From an optimization exercise on the open Yosys and OpenROAD flow, aimed at small area, a short achievable clock period and few clock cycles; shortcuts taken in it are not production practice. In this exercise RTL edits were held to simulation tests only and were not proved equivalent to the original. Power and IR drop assume default switching activity.

// ARM
module ARM(clk, rst, inst_addr, inst_data, data_addr, data_wdata, data_we, data_re, data_rdata);
    input clk, rst;
    output [31:0] inst_addr;
    input  [31:0] inst_data;
    output [31:0] data_addr, data_wdata;
    output data_we, data_re;
    input  [31:0] data_rdata;
    reg [31:0] pc;
    reg [31:0] ir;
    reg        e_v, e_pred;
    reg [3:0]  ra2;               
    reg [14:0] sa_rf, sb_rf;      
    reg        sa_pc, sb_pc;      
    reg        sa_fw, sb_fw;      
    reg        sa_k, sb_k;        
    reg        sb_im;             
    reg [4:0]  ramt;              
    reg        fZr, zsel, fC, fN, fV;
    reg [31:0] m_res, m_wd;
    reg [3:0]  m_dst;
    reg        m_wb, m_ld, m_st;
    reg [14:0] rv;                
    wire [31:0] wb_val = m_ld ? data_rdata : m_res;
    wire [14:0] we;
    wire [31:0] rf_q [0:14];
    genvar gi;
    generate
        for (gi = 0; gi < 15; gi = gi + 1) begin : g_rf
            reg [31:0] r;
            assign we[gi] = m_wb & (m_dst == gi);
            always @(posedge clk)
                if (we[gi]) r <= wb_val;
            assign rf_q[gi] = r;
        end
    endgenerate
  ...
Size in the first run: roughly 3400 cells after synthesis, roughly 160 I/O pins, about 38000 um2 of cells after synthesis.
Settings: LEC_CHECK=0, CAP_MARGIN=20, CORE_MARGIN=2, CORE_UTILIZATION=40, CTS_BUF_LIST=sky130_fd_sc_hd__clkbuf_8, GPL_TIMING_DRIVEN=1, SLEW_MARGIN=20, SYNTH_HIERARCHICAL=1; clock period 20.0 ns.
standard.sh (not shown) runs the stock make flow with config.mk's settings and CLKGATE_MAP_FILE= SYNTH_SCRIPT=/design/flow/synth_recipe.tcl, a recipe that flattens the netlist after the stock synthesis.
==> flow/flow/run.sh <==
#!/bin/bash
set -euo pipefail
KNOBS=()
while IFS= read -r line; do
  [[ -z "$line" || "$line" == \#* ]] && continue
  KNOBS+=("$line")
done < flow/knobs.txt
bash standard.sh "${KNOBS[@]}" finish > standard_flow.log 2>&1
==> flow/flow/knobs.txt <==
SETUP_SLACK_MARGIN=14
BUFFER_PORTS_ARGS=-buffer_cell sky130_fd_sc_hd__buf_2
Testbench counts at the start, summed over its fixed seeds: cycles 82,314.
Edit:
==> flow/flow/knobs.txt (replaced) <==
SETUP_SLACK_MARGIN=14.25
BUFFER_PORTS_ARGS=-buffer_cell sky130_fd_sc_hd__buf_2
- GPL_TIMING_DRIVEN: 1 -> not set
The new run completed without violations.
Routed wire length grows by 2.9%.
Non-clock buffer count rose by 40.
Cell area increases by 1.6%.
Sequential share of layout area decreases by 0.59 points.
Global-route usage rose by 1.0 points.
Edit:
==> flow/flow/knobs.txt (replaced) <==
SETUP_SLACK_MARGIN=13.7
BUFFER_PORTS_ARGS=-buffer_cell sky130_fd_sc_hd__buf_2
=> Design area falls by 4.0%; total power falls by 2.2%; setup slack gets worse by 0.24 ns.


Starting RTL as in the previous note.
// ARM
module ARM(clk, rst, inst_addr, inst_data, data_addr, data_wdata, data_we, data_re, data_rdata);
    input clk, rst;
    output [31:0] inst_addr;
    input  [31:0] inst_data;
    output [31:0] data_addr, data_wdata;
    output data_we, data_re;
    input  [31:0] data_rdata;
    reg [31:0] pc;
    reg [31:0] ir;
    reg        e_v, e_pred;
    reg [3:0]  ra2;               
    reg [14:0] sa_rf, sb_rf;      
    reg        sa_pc, sb_pc;      
    reg        sa_fw, sb_fw;      
    reg        sa_k, sb_k;        
    reg        sb_im;             
    reg [4:0]  ramt;              
    reg        fZr, zsel, fC, fN, fV;
    reg [31:0] m_res, m_wd;
    reg [3:0]  m_dst;
    reg        m_wb, m_ld, m_st;
    reg [14:0] rv;                
    wire [31:0] wb_val = m_ld ? data_rdata : m_res;
    wire [14:0] we;
    wire [31:0] rf_q [0:14];
    genvar gi;
    generate
        for (gi = 0; gi < 15; gi = gi + 1) begin : g_rf
            reg [31:0] r;
  ...
clock: 20.0 ns
lec_check: 0
cap_margin: 20
core_margin: 2
core_utilization: 40
cts_buf_list: sky130_fd_sc_hd__clkbuf_8
cts_cluster_diameter: 45
cts_cluster_size: 30
slew_margin: 20
synth_hierarchical: 1
==> flow/flow/knobs.txt <==
SETUP_SLACK_MARGIN=14
BUFFER_PORTS_ARGS=-buffer_cell sky130_fd_sc_hd__buf_2
Scripts as last shown in full above: flow/flow/run.sh
The first run completed without violations.
Testbench counts at the start, summed over its fixed seeds: cycles 82,314.
Change:
CTS_CLUSTER_DIAMETER = default   (was 45)
CTS_CLUSTER_SIZE = default   (was 30)
TNS_END_PERCENT = 10   (was default)
Effect: Maximum frequency came out lower by about 1.1%; area after synthesis does not change; count of clock-buffer cells in the layout came out higher by 49; core utilization falls by 1.0 points; sequential power is about the same; final cell count barely changes; die area does not change; register-to-register slack degrades by 90 ps; design area goes down by 2.1%; total power stays flat.


Setup of job 5041:
Another version of the RTL of ARM (not shown whole).
Size in the first run: roughly 680 flip-flops, about 40000 um^2 of cells after synthesis.
export LEC_CHECK = 0
export CAP_MARGIN = 20
export CORE_MARGIN = 2
export CORE_UTILIZATION = 50
export CTS_BUF_LIST = sky130_fd_sc_hd__clkbuf_4
export SLEW_MARGIN = 20
export SYNTH_HIERARCHICAL = 1
create_clock -name core_clock -period 20.0 [get_ports {clk}]
Scripts as last shown in full above: flow/flow/run.sh, flow/flow/knobs.txt
Testbench counts of job 5041, summed over its fixed seeds: cycles 81,948.
Input-level comparison between job 2973 and job 5041:
- CORE_UTILIZATION now 40, was 50
- CTS_BUF_LIST no longer set, was sky130_fd_sc_hd__clkbuf_4
==> flow/flow/knobs.txt <==
SETUP_SLACK_MARGIN=14
[summary]
Comparing job 2973 and job 5041, the lower later-pin clock latency in the skew report is on job 2973. On job 2973: utilization after layout is 10 points lower than what job 5041 gave. Area of the die on job 2973 is behind job 5041. Job 2973 vs job 5041, part of the total power dissipated in combinational logic went down by 0.4 points. Changes observed in job 2973 relative to job 5041: count of non-filler cells in the finished layout has increased; H-tree depth reported by CTS went down by 1; overall power after layout moved up.

==> what the ideal ports hide <==
Ports are ideal in the flow. The routed layouts listed here were re-timed in OpenROAD.
Step 1 (the two cells are an assumption about what drives the block):
set clk [get_ports {clk}]
set_driving_cell -lib_cell sky130_fd_sc_hd__clkbuf_16 $clk
set_driving_cell -lib_cell sky130_fd_sc_hd__buf_2 [delete_from_list [all_inputs] $clk]
Step 2, shift: input delay + t, output delay - t, t = (earliest + latest rising clock arrival at the registers) / 2. This alone moves slack from input paths to output paths.
Slacks: ideal ports / drivers / drivers and shift; pairs: ideal ports / drivers.
run	t (ns)	slack for setup (ns)	clock arrival spread, ns	worst slew at a driven data input, ns
the first run of note 1	0.833	13.988 / 13.920 / 13.390	0.050 / 0.050	0.05
the second run of note 1	0.849	14.075 / 14.075 / 13.421	0.067 / 0.067	0.14
the third run of note 1	0.879	13.839 / 13.827 / 13.239	0.081 / 0.081	0.05
the first run of note 2	0.861	13.967 / 13.890 / 13.326	0.080 / 0.081	0.04
the second run of note 2	0.868	13.900 / 13.900 / 13.232	0.078 / 0.078	0.05
job 5041	1.174	13.917 / 13.849 / 13.104	0.093 / 0.094	0.04
job 2973	0.732	13.971 / 13.934 / 13.283	0.054 / 0.054	0.06
After both steps setup and hold are still met in every run listed. For job 5041, which loses most, drivers alone change the setup slack by -0.068 ns; drivers and shift together by -0.813 ns.
